This is an optimization exercise on Yosys and OpenROAD, whose aim is a short achievable clock period and few clock cycles, not a production implementation.
No run shown here included a check of the RTL's function; only the layout flow was run.
No activity file was given, so power comes from the tool's default toggle rates.

[flow/config.mk]
export PLATFORM = sky130hd
export DESIGN_NAME = risc
export DESIGN_NICKNAME = risc
export VERILOG_FILES = /design/flow/design.v
export SDC_FILE = /design/flow/constraint.sdc
export NUM_CORES = 4
export LEC_CHECK = 0
export ABC_CLOCK_PERIOD_IN_PS = 3000
export CAP_MARGIN = 20
export CORE_MARGIN = 2
export CORE_UTILIZATION = 40
export SETUP_SLACK_MARGIN = 5
export SLEW_MARGIN = 20
[flow/constraint.sdc]
create_clock -name core_clock -period 10.0 [get_ports {clk}]
set_input_delay 2.0000 -clock core_clock [delete_from_list [all_inputs] [get_ports {clk}]]
set_output_delay 2.0000 -clock core_clock [all_outputs]
set_load 0.01 [all_outputs]
[flow/design.v]
module risc(clk, reset, mem_addr, mem_wdata, mem_rdata, mem_read, mem_write,
            rg0, rg1, rg2, rg3, rg4, rg5, rg6, rg7);
input clk, reset;
output [15:0] mem_addr, mem_wdata;
input  [15:0] mem_rdata;
output mem_read, mem_write;
output [15:0] rg0, rg1, rg2, rg3, rg4, rg5, rg6, rg7;
localparam CB = 5;               
localparam CN = 1 << CB;         
localparam TW = 16 - CB;         
localparam M_NONE = 2'd0, M_LOAD = 2'd1, M_LM = 2'd2, M_SM = 2'd3;
reg [15:0] r0, r1, r2, r3, r4, r5, r6, pc1;    
reg fz, fc;                                    
reg [15:0] ir, ir_pc, ir_npc;
reg ir_v, ir_pred;
reg [7:0] sa, sb, sc;                          
reg [10:0] cls;                                
reg [6:0] ir_rset, ir_wset;                    
reg ir_mem;                                    
reg [15:0] fa;                                 
reg [15:0] pfa;                                
reg [15:0] maddr, mwdata;
reg mwrite;
reg pdem;                                      
reg pfill;                                     
reg [1:0] mode;
reg [6:0] ld_oh;                               
reg [6:0] mmask;                               
reg fb_v;
reg [15:0] fb_w, fb_a;
reg [CN-1:0] c_v;
wire [CN-1:0] c_j;
wire [CN*16-1:0] c_d;
wire [CN*TW-1:0] c_t;
wire [CN*16-1:0] c_g;
assign mem_addr = maddr;
assign mem_wdata = mwdata;
assign mem_write = mwrite;
assign mem_read = 1'b1;
assign rg0 = r0; assign rg1 = r1; assign rg2 = r2; assign rg3 = r3;
assign rg4 = r4; assign rg5 = r5; assign rg6 = r6; assign rg7 = pc1;
wire c_add = cls[0], c_nd = cls[1], c_adi = cls[2], c_lhi = cls[3], c_lw = cls[4],
     c_sw = cls[5], c_lm = cls[6], c_sm = cls[7], c_beq = cls[8], c_jal = cls[9],
     c_jlr = cls[10];
wire [1:0] cz = ir[1:0];
wire [15:0] imm6 = {{10{ir[5]}}, ir[5:0]};
wire [15:0] imm9 = {{7{ir[8]}}, ir[8:0]};
wire [6:0] imask = ir[6:0];
wire [15:0] va = ({16{sa[0]}} & r0) | ({16{sa[1]}} & r1) | ({16{sa[2]}} & r2) |
                 ({16{sa[3]}} & r3) | ({16{sa[4]}} & r4) | ({16{sa[5]}} & r5) |
                 ({16{sa[6]}} & r6) | ({16{sa[7]}} & ir_npc);
wire [15:0] vb = ({16{sb[0]}} & r0) | ({16{sb[1]}} & r1) | ({16{sb[2]}} & r2) |
                 ({16{sb[3]}} & r3) | ({16{sb[4]}} & r4) | ({16{sb[5]}} & r5) |
                 ({16{sb[6]}} & r6) | ({16{sb[7]}} & ir_npc);
wire [6:0] mrest = mmask & (mmask - 7'd1);
wire [6:0] pend_w = (mode == M_LOAD) ? ld_oh : (mode == M_LM) ? mmask : 7'd0;
wire [6:0] pend_r = (mode == M_SM) ? mrest : 7'd0;
wire cont_lm = (mode == M_LM) && (mrest != 7'd0);
wire cont_sm = (mode == M_SM) && (mmask != 7'd0);
wire x_stall = (((ir_rset | ir_wset) & pend_w) != 7'd0) || ((ir_wset & pend_r) != 7'd0) ||
               (ir_mem && (cont_lm || cont_sm));
wire xv = ir_v && !x_stall;
wire cond = (cz == 2'b00) || (cz == 2'b01 && fz) || (cz == 2'b10 && fc);
wire [15:0] s_ab = va + vb;
wire [15:0] s_bi = vb + imm6;
wire [15:0] nd_ab = ~(va & vb);
wire [15:0] d_ba = vb - va;
wire eq_ab = va == vb;
wire [15:0] btgt = ir_npc + imm6;
wire [2:0] ilow = imask[0] ? 3'd0 : imask[1] ? 3'd1 : imask[2] ? 3'd2 : imask[3] ? 3'd3 :
                  imask[4] ? 3'd4 : imask[5] ? 3'd5 : 3'd6;
wire [6:0] irest = imask & (imask - 7'd1);
wire [2:0] mlow = mmask[0] ? 3'd0 : mmask[1] ? 3'd1 : mmask[2] ? 3'd2 : mmask[3] ? 3'd3 :
                  mmask[4] ? 3'd4 : mmask[5] ? 3'd5 : 3'd6;
wire [127:0] rflat = {ir_npc, r6, r5, r4, r3, r2, r1, r0};
wire [15:0] ilow_v = rflat[ilow*16 +: 16];
wire [15:0] mlow_v = rflat[mlow*16 +: 16];
reg x_we; reg [6:0] x_wd; reg [15:0] x_wv;
reg x_fe; reg x_z, x_c;
reg x_rd; reg [15:0] x_tgt;
always @(*) begin
  x_we = 1'b0; x_wd = sa[6:0]; x_wv = s_bi;
  x_fe = 1'b0; x_z = 1'b0; x_c = 1'b0;
  x_rd = 1'b0; x_tgt = btgt;
  if (c_add && cond) begin
    x_we = 1'b1; x_wd = sc[6:0]; x_wv = s_ab;
    x_fe = 1'b1; x_z = vb[14:0] == 15'd0; x_c = vb[15];
  end
  if (c_nd && cond) begin
    x_we = 1'b1; x_wd = sc[6:0]; x_wv = nd_ab;
  end
  if (c_adi) begin
    x_we = 1'b1; x_wv = s_bi;
    x_fe = 1'b1; x_z = s_bi == 16'd0; x_c = (vb[15] == imm6[15]) ? vb[15] : ~s_bi[15];
  end
  if (c_lhi) begin
    x_we = 1'b1; x_wv = imm9;
  end
  if (c_lw) begin
    x_fe = 1'b1; x_z = vb == 16'd0; x_c = 1'b0;
  end
  if (c_beq) begin
    x_fe = 1'b1; x_z = eq_ab; x_c = (vb[15] == va[15]) ? vb[15] : ~d_ba[15];
    x_rd = eq_ab;
  end
  if (c_jal) begin
    x_we = 1'b1; x_wv = ir_npc;
    x_rd = !ir_pred;
  end
  if (c_jlr) begin
    x_we = 1'b1; x_wv = ir_npc;
    x_rd = 1'b1; x_tgt = (sa == sb) ? ir_npc : vb;
  end
end
wire redirect = xv && x_rd;
wire [CB-1:0] cidx = fa[CB-1:0];
wire hit = c_v[cidx] && (c_t[cidx*TW +: TW] == fa[15:CB]);
wire pj = hit && c_j[cidx];                    
wire [15:0] cword = c_d[cidx*16 +: 16];
wire [15:0] fa1 = fa + 16'd1;
wire [CB-1:0] cidx1 = fa1[CB-1:0];
wire hit1 = c_v[cidx1] && (c_t[cidx1*TW +: TW] == fa1[15:CB]);
wire ir_free = !ir_v || xv;
wire deliver = ir_free && (hit || pdem) && !redirect;
wire [15:0] fa_next = redirect ? x_tgt :
                      deliver ? (pj ? c_g[cidx*16 +: 16] : fa1) : fa;
wire need_dem = redirect || (deliver ? (pj || !hit1) : !hit);
wire [15:0] prel = pfa - fa;
wire pf_keep = (prel != 16'd0) && (prel[15:5] == 11'd0);
wire pf_ok = (prel != 16'd0) && (prel[15:4] == 12'd0);
wire [7:0] dsa_c, dsb_c, dsc_c, dsa_m, dsb_m, dsc_m;
wire [10:0] dcls_c, dcls_m;
wire [6:0] drs_c, dws_c, drs_m, dws_m;
wire dmem_c, dmem_m;
predec pd_c(.w(cword), .sa(dsa_c), .sb(dsb_c), .sc(dsc_c), .cls(dcls_c),
            .rset(drs_c), .wset(dws_c), .mem(dmem_c));
predec pd_m(.w(mem_rdata), .sa(dsa_m), .sb(dsb_m), .sc(dsc_m), .cls(dcls_m),
            .rset(drs_m), .wset(dws_m), .mem(dmem_m));
wire [CB-1:0] widx = fb_a[CB-1:0];
wire fb_jal = fb_w[15:12] == 4'b1000;
wire [15:0] fb_tgt = fb_a + 16'd1 + {{10{fb_w[5]}}, fb_w[5:0]};
always @(posedge clk) begin
  if (!reset) begin
    r0 <= 16'd0; r1 <= 16'd0; r2 <= 16'd0; r3 <= 16'd0;
    r4 <= 16'd0; r5 <= 16'd0; r6 <= 16'd0; pc1 <= 16'd0;
    fz <= 1'b0; fc <= 1'b0;
    ir_v <= 1'b0;
    fa <= 16'd0; pfa <= 16'd1;
    maddr <= 16'd0; mwdata <= 16'd0; mwrite <= 1'b0; pdem <= 1'b1; pfill <= 1'b1;
    mode <= M_NONE; ld_oh <= 7'd0; mmask <= 7'd0;
    fb_v <= 1'b0;
    c_v <= {CN{1'b0}};
  end else begin
    if (xv && x_we) begin
      if (x_wd[0]) r0 <= x_wv;
      if (x_wd[1]) r1 <= x_wv;
      if (x_wd[2]) r2 <= x_wv;
      if (x_wd[3]) r3 <= x_wv;
      if (x_wd[4]) r4 <= x_wv;
      if (x_wd[5]) r5 <= x_wv;
      if (x_wd[6]) r6 <= x_wv;
    end
    if (mode == M_LOAD || mode == M_LM) begin
      case (mode == M_LM ? mlow : (ld_oh[0] ? 3'd0 : ld_oh[1] ? 3'd1 : ld_oh[2] ? 3'd2 :
                                   ld_oh[3] ? 3'd3 : ld_oh[4] ? 3'd4 : ld_oh[5] ? 3'd5 : 3'd6))
        3'd0: r0 <= mem_rdata; 3'd1: r1 <= mem_rdata; 3'd2: r2 <= mem_rdata;
        3'd3: r3 <= mem_rdata; 3'd4: r4 <= mem_rdata; 3'd5: r5 <= mem_rdata;
        3'd6: r6 <= mem_rdata; default: ;
      endcase
    end
    if (xv) pc1 <= ir_npc;
    if (xv && x_fe) begin fz <= x_z; fc <= x_c; end
    if (deliver) begin
      ir <= hit ? cword : mem_rdata;
      sa <= hit ? dsa_c : dsa_m;
      sb <= hit ? dsb_c : dsb_m;
      sc <= hit ? dsc_c : dsc_m;
      cls <= hit ? dcls_c : dcls_m;
      ir_rset <= hit ? drs_c : drs_m;
      ir_wset <= hit ? dws_c : dws_m;
      ir_mem <= hit ? dmem_c : dmem_m;
      ir_pc <= fa; ir_npc <= fa1;
      ir_pred <= pj;
      ir_v <= 1'b1;
    end else if (xv) begin
      ir_v <= 1'b0;
    end
    fa <= fa_next;
    fb_v <= pfill;
    fb_a <= maddr;
    fb_w <= mem_rdata;
    if (fb_v) c_v[widx] <= 1'b1;
    if (cont_lm) begin
      maddr <= maddr + 16'd1; mwrite <= 1'b0; pdem <= 1'b0; pfill <= 1'b0;
      mmask <= mrest;
    end else if (cont_sm) begin
      maddr <= maddr + 16'd1; mwrite <= 1'b1; pdem <= 1'b0; pfill <= 1'b0;
      mwdata <= mlow_v; mmask <= mrest;
    end else if (xv && c_lw) begin
      maddr <= s_bi; mwrite <= 1'b0; pdem <= 1'b0; pfill <= 1'b0;
      mode <= M_LOAD; ld_oh <= sa[6:0];
    end else if (xv && c_sw) begin
      maddr <= s_bi; mwrite <= 1'b1; pdem <= 1'b0; pfill <= 1'b0; mwdata <= va;
      mode <= M_SM; mmask <= 7'd0;
    end else if (xv && c_lm && imask != 7'd0) begin
      maddr <= va; mwrite <= 1'b0; pdem <= 1'b0; pfill <= 1'b0;
      mode <= M_LM; mmask <= imask;
    end else if (xv && c_sm && imask != 7'd0) begin
      maddr <= va; mwrite <= 1'b1; pdem <= 1'b0; pfill <= 1'b0; mwdata <= ilow_v;
      mode <= M_SM; mmask <= irest;
    end else if (need_dem || !pf_ok) begin
      maddr <= fa_next; mwrite <= 1'b0; pdem <= 1'b1; pfill <= 1'b1;
      mode <= M_NONE;
    end else begin
      maddr <= pfa; mwrite <= 1'b0; pdem <= 1'b0; pfill <= 1'b1;
      mode <= M_NONE;
    end
    if (!(cont_lm || cont_sm || (xv && ir_mem)) && !need_dem && pf_ok)
      pfa <= pfa + 16'd1;
    else if (!pf_keep)
      pfa <= fa1;
  end
end
genvar gi;
generate
  for (gi = 0; gi < CN; gi = gi + 1) begin : ce
    reg [15:0] d, g;
    reg [TW-1:0] t;
    reg j;
    always @(posedge clk) begin
      if (fb_v && widx == gi) begin
        d <= fb_w;
        t <= fb_a[15:CB];
        j <= fb_jal;
        g <= fb_tgt;
      end
    end
    assign c_d[gi*16 +: 16] = d;
    assign c_t[gi*TW +: TW] = t;
    assign c_j[gi] = j;
    assign c_g[gi*16 +: 16] = g;
  end
endgenerate
endmodule
module predec(w, sa, sb, sc, cls, rset, wset, mem);
input [15:0] w;
output [7:0] sa, sb, sc;
output [10:0] cls;
output [6:0] rset, wset;
output mem;
wire [3:0] op = w[15:12];
assign sa = 8'd1 << w[11:9];
assign sb = 8'd1 << w[8:6];
assign sc = 8'd1 << w[5:3];
wire add = op == 4'b0000, nd = op == 4'b0010, adi = op == 4'b0001, lhi = op == 4'b0011,
     lw = op == 4'b0100, sw = op == 4'b0101, lm = op == 4'b0110, sm = op == 4'b0111,
     beq = op == 4'b1100, jal = op == 4'b1000, jlr = op == 4'b1001;
assign cls = {jlr, jal, beq, sm, lm, sw, lw, lhi, adi, nd, add};
assign rset = ((add | nd | sw | lm | sm | beq) ? sa[6:0] : 7'd0) |
              ((add | nd | adi | lw | sw | beq | jlr) ? sb[6:0] : 7'd0) |
              (sm ? w[6:0] : 7'd0);
assign wset = ((add | nd) ? sc[6:0] : 7'd0) |
              ((adi | lhi | lw | jal | jlr) ? sa[6:0] : 7'd0) |
              (lm ? w[6:0] : 7'd0);
assign mem = lw | sw | ((lm | sm) && w[6:0] != 7'd0);
endmodule
[flow/run.sh]
#!/bin/bash
# synth_recipe.tcl (not shown) runs the flow's synth.tcl, then flattens the netlist and writes it again
# the make line also repeats each setting of config.mk as NAME=value (left out here)
make -C /OpenROAD-flow-scripts/flow DESIGN_CONFIG=/design/flow/config.mk WORK_HOME=/design/flow/orfs CLKGATE_MAP_FILE= SYNTH_SCRIPT=/design/flow/synth_recipe.tcl finish
==> results.toml, run 1 <==
[finish]
area_growth_pct = 15.1
drive_above_1_share_pct = 21.3
layout_common_cells = "edfxtp_1 (1515), mux4_2 (560), nand2_1 (382)"
nets = 5892
fin_cells = 8614
final_common_cell = "edfxtp_1"

[critical_path]
critPathKind = "flip-flop to flip-flop"
startpoint_type = "flip-flop"
endpoint_kind = "flip-flop"
ff2ff_path_depth = 12
crit_buf_inv = 0
cp_top_family = "compound AO/OA/AOI/OAI gates"
crit_required_ps = 10780
cpMaxStageDelayCell = "edfxtp_1"
regToRegEndpoint = "maddr[8]$_SDFF_PN0_"
r2r_slack_ps = 5060
critical_path_arrival_ps = 5730
slowest_delay_ps = 720
path_cells = "a22oi_1 -> nand4_1 -> ha_1 -> nor4_1 -> and4_1 -> a211oi_1 -> a21boi_1 -> a211o_4 -> and2_0 -> o2111a_1 -> or4_1 -> a31oi_1"
rr_startpoint = "ir_npc[15]$_DFFE_PP_"
cp_max_fo = 13

[clocking]
cts_buffer_depth = 3
clk_latency_ps = 870
cts_buffers = 182
cts_tree = "built"
h-tree-depth = 4
clock_sinks = 1762
clkTransAtPathRegs_ps = 60
holdBufCountCts = 0
cts-root-buf = "clkbuf_16"

[global_routing]
grt_first_pass_wirelength_mm = 402
grt_util_all_layers_pct = 26.6
antenna_found_initial = 12
grt_max_degree = 88
grt_pass1_vias = 53500
overflow = 0

[logic_synthesis]
synth_cell_type_count = 90
syn_area_mm2 = 0.0826
synthTopCellsByArea = "edfxtp_1 (55%), mux4_2 (15%), dfxtp_1 (6.0%), nand2_1 (1.8%), mux2i_1 (1.7%)"
synth_sequential_area_ratio_pct = 61.1
netlist_instances = 5527
ys_ff_latch = 1762
synth_edf_count = 1515
ys_warn_count = 1
yosys.area.top_type = "edfxtp_1"
synth-async-reset-ratio_pct = 0
ys.flop_type = "edfxtp_1"
synth.avg_cell_area_um2 = 14.9
yosys.area.top_type_share_pct = 55.1
syn_nets = 5653

[timing]
setup_viol = 0
period_share_pct = 49.4
fin_ws_ps = 5060
finalHoldViolations = 0
finalSetupTns_ps = 0
max_slew_margin_pct = -52.3
clock_skew_ps = 80.8
rsz0062_at_grt = "yes"
layout_min_cycle_time_ps = 4940
tightest_slew_ps = 2230
fmax_mhz = 202
drv_slew = 4

[drt]
via_count = 56100
drt-vias-per-instance = 6.52
drtIter0Drc = 8488
wl_per_cell_um = 33.1
drcViolationCount = 0
drtAntennaViolNets = 0
wirelength_mm = 285
drt-pass1-iter-count = 7

[floorplan]
initial_core_util_pct = 40.3
die_width_um = 458
io_pins = 180
die_h_um = 458
dieArea_mm2 = 0.210
core_region_area_mm2 = 0.205
rows = 166

[placement]
placed_cells = 8205
hpwl_mm = 174
io_buffers = 178
gp_congestion = 0.988
dp_worst_setup_slack_ps = 3670

[min_path]
min_path_cells = 1
hold_start = "pfill$_SDFF_PN1_"
hold_path_end = "fb_v$_SDFF_PN0_"
hold_path_class = "flip-flop to flip-flop"

[run]
max_cap_violations = 1

[pwr]
cellPowerDensity_mw_per_mm2 = 314
p_leak_nw = 30.5
power_mw = 29.8
worst_ir_drop_vdd_v = 0.000189

[run_status]
outcome = "finished with violations"
so.violations = "max-capacitance violations, max-slew violations"
## through the flow
stage                     hold WS, ps  util [%]  instance area [um^2]
after detailed placement          431      42.9                 88000
after global routing              478      46.4                 95100
after CTS                         464      46.1                 94500
final                             461      46.4                 95100
after global placement            424      42.8                 87800
after floorplan                   412         -                 82600
## logic make-up (layout without fill, tap and decap cells)
| family | after synthesis | count (layout) | share of synthesized area [%] |
|---|---|---|---|
| AOI/OAI and AO/OA | 1056 | 1060 | 8.75 |
| xor gates and xnor gates | 97 | 97 | 1.04 |
| adders and majority gates | 110 | 110 | 1.71 |
| buffers and inverters | 507 | 893 | 2.78 |
| DFF | 1762 | 1762 | 61.1 |
| muxes | 722 | 722 | 17.3 |
| other | 1 | 8 | 0.00454 |
| and+or+nand+nor | 1272 | 1274 | 7.37 |
## routing by layer
| metal | global-route usage (%) | up-vias | part of all wire, % |
|---|---|---|---|
| li1 | - | 22900 | - |
| met1 | 36.9 | 28900 | 40 |
| met2 | 40.7 | 3617 | 45 |
| met3 | 5.24 | 699 | 10 |
| met4 | 11.8 | 0 | 5.1 |
| met5 | 0 | - | 0 |
## report_power, final
group | leakage, nW | internal (mW) | switching [mW]
Sequential | 15.8 | 8.99 | 0.887
Clock | 2.88 | 3.81 | 2.99
Combinational | 11.9 | 5.11 | 8.04
Total | 30.5 | 17.9 | 11.9
## layout make-up
cell class / count / area, um^2
inverters: 122 / 470
fillers: 17500 / 110000
flip-flops and latches: 1762 / 50500
diodes: 7 / 17.5
clock inverters: 117 / 1150
repair buffers: 434 / 4250
multi-input cells: 3264 / 30600
well taps: 2688 / 3360
clock buffers: 220 / 4790
## Yosys cell counts (12+ instances only)
cell type and number:
edfxtp_1 1515, nand2_1 385, and3_1 33, a22oi_1 136, o311ai_0 20, inv_1 119, o22ai_1 16, and2_1 26
a21boi_0 12, o21bai_1 13, a211oi_1 41, buf_1 26, buf_4 29, o31ai_1 18, nand4_1 80, xnor2_1 56
a311oi_1 43, nor3_1 69, ha_1 103, nor2b_1 21, a211o_1 16, clkbuf_1 252, mux2_2 18, nand3_1 120
xor2_1 40, buf_6 19, o211ai_1 35, or2_2 22, nand2b_1 56, o21ai_0 180, a22o_1 22, a21o_1 22
mux4_2 560, a31oi_1 73, a21oi_1 210, nor4_1 38, dfxtp_1 247, buf_2 54, o221ai_1 80, a221oi_1 23
nor2_1 326, nor3b_1 19, mux2i_1 144, or3_1 32
## flip-flops by register name (all words and copies together), names as in the netlist, 9 cells and up
name,flops
c_v,32
ce.d,512
ce.g,512
ce.j,32
ce.t,352
cls,11
fa,16
fb_a,16
fb_w,16
ir,9
ir_npc,16
maddr,16
mwdata,16
pc1,16
pfa,16
r0,16
r1,16
r2,16
r3,16
r4,16
r5,16
r6,16
## repair_timing
| action | 4_1_cts | 5_1_grt |
|---|---|---|
| pin swaps | 6 | 13 |
| gates resized for setup | 47 | 32 |
| endpoints found under the setup margin | 241 | 172 |
| gates cloned | 6 | 6 |
| buffers inserted | 28 | 23 |
## worst max path at each step
stage                         startpoint  depth (start not counted)  slack [ps]                   end
floorplan               fa[1]$_SDFF_PN0_                         23        5040  pfa[14]$_SDFFE_PN0P_
global placement        fa[0]$_SDFF_PN0_                         12        3610  pfa[14]$_SDFFE_PN0P_
detailed placement      fa[0]$_SDFF_PN0_                         13        3670   pfa[7]$_SDFFE_PN0P_
CTS                  ir_npc[2]$_DFFE_PP_                         14        5010     r5[14]$_SDFF_PN0_
global route             sb[4]$_DFFE_PP_                         14        4900     r6[11]$_SDFF_PN0_
finish              ir_npc[15]$_DFFE_PP_                         12        5060   maddr[8]$_SDFF_PN0_
==> run 2, diff against run 1 <==
==> flow/flow/run.sh (new file) <==
#!/bin/bash
set -euo pipefail
bash standard.sh SETUP_SLACK_MARGIN=6.5 finish > make_finish.log 2>&1
==> flow/standard.sh (new file) <==
#!/bin/bash
# synth_recipe.tcl (not shown) runs the flow's synth.tcl, then flattens the netlist and writes it again
# the make line also repeats each setting of config.mk as NAME=value (left out here)
make -C /OpenROAD-flow-scripts/flow DESIGN_CONFIG=/design/flow/config.mk WORK_HOME=/design/flow/orfs CLKGATE_MAP_FILE= SYNTH_SCRIPT=/design/flow/synth_recipe.tcl "${@:-finish}"
--- a/flow/config.mk
+++ b/flow/config.mk
@@ -9,5 +9,4 @@
 export CAP_MARGIN = 20
 export CORE_MARGIN = 2
 export CORE_UTILIZATION = 40
-export SETUP_SLACK_MARGIN = 5
 export SLEW_MARGIN = 20
removed: flow/run.sh
==> run 2 against run 1 <==
  * Now clean on timing, DRC and antenna
  * Clock-buffer cell count grew 25
  * Routed wire length grew 7.9%
  * First-iteration DRC count grew 6.7%
  * Register-to-register slack gained 340 ps
  * Global-route usage grew 1.8 points
  * Sequential share of layout area shrank 4.3 points
  * Die area is the same
  * Combinational power grew 37%
==> results.toml, run 2 <==
[global_routing]
grt_first_pass_wirelength_mm = 427
antenna_found_initial = 18
grt_util_all_layers_pct = 28.4
grt_pass1_vias = 56500
grt_max_degree = 77
overflow = 0

[min_path]
min_path_cells = 1
hold_path_class = "flip-flop to flip-flop"

[critical_path]
cp_max_fo = 35
critical_path_arrival_ps = 5370
endpoint_kind = "flip-flop"
ff2ff_path_depth = 13
startpoint_type = "flip-flop"
critPathKind = "flip-flop to flip-flop"
crit_required_ps = 10770

[logic_synthesis]
syn_nets = 5653
netlist_instances = 5527
ys_ff_latch = 1762
synth_cell_type_count = 90
yosys.area.top_type_share_pct = 55.1
ys_warn_count = 1
ys.flop_type = "edfxtp_1"
synthTopCellsByArea = "edfxtp_1 (55%), mux4_2 (15%), dfxtp_1 (6.0%), nand2_1 (1.8%), mux2i_1 (1.7%)"
syn_area_mm2 = 0.0826
yosys.area.top_type = "edfxtp_1"
yosysMostFrequentCell = "edfxtp_1"
synth_sequential_area_ratio_pct = 61.1
synth-async-reset-ratio_pct = 0
yosys-top-cells-count = "edfxtp_1 (1515), mux4_2 (560), nand2_1 (385)"
synth_edf_count = 1515
synth.avg_cell_area_um2 = 14.9

[drt]
drtIter0Drc = 9060
met3_length_mm = 36.2
wirelength_mm = 308
wl_met2_mm = 136
met1_length_mm = 115
wl_per_cell_um = 34.0
drcViolationCount = 0
via_count = 59400
drt-vias-per-instance = 6.55
drt-pass1-iter-count = 8
drtAntennaViolNets = 0
top_layer = "met5"

[timing]
finalHoldViolations = 0
layout_min_cycle_time_ps = 4600
clock_skew_ps = 73.6
max_slew_margin_pct = 16.7
drv_slew = 0
setup_viol = 0
fmax_mhz = 217
tightest_slew_ps = 1250
period_share_pct = 46.0
rsz0062_at_grt = "yes"
fin_ws_ps = 5400
finalSetupTns_ps = 0

[clocking]
cts_buffers = 182
clock_sinks = 1762
clkTransAtPathRegs_ps = 60
h-tree-depth = 4
clk_latency_ps = 870
cts_tree = "built"
cts-root-buf = "clkbuf_16"
cts_buffer_depth = 3
holdBufCountCts = 0

[placement]
dp_worst_setup_slack_ps = 3330
io_buffers = 178
gp_congestion = 0.953
placed_cells = 8193
hpwl_mm = 172

[run_status]
outcome = "finished clean"

[run]
max_cap_violations = 0

[finish]
drive_above_1_share_pct = 37.8
fillers = 16600
final_common_cell = "edfxtp_1"
area_growth_pct = 26.5
layout_common_cells = "edfxtp_1 (1515), mux4_2 (560), buf_4 (396)"
fin_cells = 9066
reg_top3 = "ce.d: 512 flops, ce.g: 512 flops, ce.t: 352 flops"
final_core_util_pct = 50.9
nets = 6352

[pwr]
cellPowerDensity_mw_per_mm2 = 331
switching_share_pct = 39.9
power_switching_mw = 13.8
seqPwrFrac_pct = 28.6
pwr-share-comb_pct = 51.9
p_int_mw = 20.8
p_leak_nw = 34.8
worst_ir_drop_vdd_v = 0.000248
power_mw = 34.5
clockPowerShare_pct = 19.5

[floorplan]
die_h_um = 458
dieArea_mm2 = 0.210
initial_core_util_pct = 40.3
die_width_um = 458
rows = 166
io_pins = 180
core_region_area_mm2 = 0.205
-- run 2: metal layers --
metal	vias up	global-route usage [%]
li1	23800	-
met1	30300	37.9
met2	4251	42.8
met3	1009	7.50
met4	10	14.4
met5	-	0
-- run 2: power groups by stage --
| stage | clock [mW] | combinational [mW] | sequential (mW) |
|---|---|---|---|
| after floorplan | 0 | 8.41 | 9.70 |
| after global placement | 0 | 12.2 | 10.1 |
| after detailed placement | 0 | 12.3 | 10.1 |
| after CTS | 6.79 | 16.0 | 9.81 |
| after global routing | 7.07 | 18.6 | 9.90 |
| final | 6.72 | 17.9 | 9.88 |
-- run 2: cell type report --
type | instances | area (um^2) | area share [%]
Antenna cell | 7 | 17.5 | 0.0168
Clock buffer | 245 | 4900 | 4.70
Clock inverter | 84 | 893 | 0.856
Inverter | 122 | 539 | 0.516
Multi-Input combinational cell | 3270 | 33800 | 32.4
Sequential cell | 1762 | 50900 | 48.8
Tap cell | 2688 | 3360 | 3.22
Timing Repair Buffer | 888 | 9960 | 9.54
-- run 2: worst max-delay path, stage by stage (launching register included) --
cell,delay [ps]
dfxtp_4,430
buf_16,280
nand2_1,130
a31o_2,250
a32o_2,330
a222oi_1,790
a21oi_1,210
or4bb_1,530
or4_4,440
nor4b_4,350
o2111a_2,290
buf_6,160
nand3_2,70
a31oi_1,190
-- run 2: cells by family (layout without fill, tap and decap cells) --
family                     count (synthesis)  in the layout  synth area share, %
AOI/OAI and AO/OA                       1056           1059                 8.75
xor gates and xnor gates                  97            100                 1.04
adders and majority gates                110            110                 1.71
buffers and inverters                    507           1339                 2.78
DFF                                     1762           1762                 61.1
muxes                                    722            722                 17.3
other                                      1              8              0.00454
and+or+nand+nor                         1272           1278                 7.37
-- run 2: worst paths after layout --
kind,startpoint,slack [ps],end
worst max-delay path,fa[1]$_SDFF_PN0_,5400,maddr[11]$_SDFF_PN0_
worst max register to register,fa[1]$_SDFF_PN0_,5400,maddr[11]$_SDFF_PN0_
worst min register to register,pfill$_SDFF_PN1_,460,fb_v$_SDFF_PN0_
worst min-delay path,pfill$_SDFF_PN1_,460,fb_v$_SDFF_PN0_
-- run 2: repair_timing --
item | in CTS | in global routing
pin swaps | 191 | 222
buffers inserted | 336 | 136
resized for setup | 1391 | 409
gates cloned | 40 | 25
endpoints found under the setup margin | 904 | 620
-- run 2: per-stage QoR --
stage,hold WS [ps],cell area [um^2]
floorplan,412,83700
global placement,424,88100
detailed placement,431,88200
CTS,464,101000
global route,461,104000
finish,457,104000

-- port drivers added, routing unchanged --
No port has a modelled driver above. Below, the same layouts with a new extraction and two added sets of constraints. Step 1, drivers: a clkbuf_16 drives clk and a buf_2 each remaining input, both assumed. Step 2 moves the port delays by t, midway between the first and last clock arrival at a register: inputs arrive t later, outputs are due t later. That takes back most of the time a late clock gives input paths. a / b / c = ideal ports / drivers / drivers and shift; a / b = the first two.
| run | shift t [ns] | setup slack, ns | worst setup path at the end |
|---|---|---|---|
| run 1 | 0.919 | 5.058 / 5.058 / 5.058 | register to register |
| run 2 | 0.924 | 5.402 / 5.402 / 5.206 | input to register |
For run 2, which loses most, drivers alone change the setup slack by 0.000 ns; drivers and shift together by -0.196 ns.
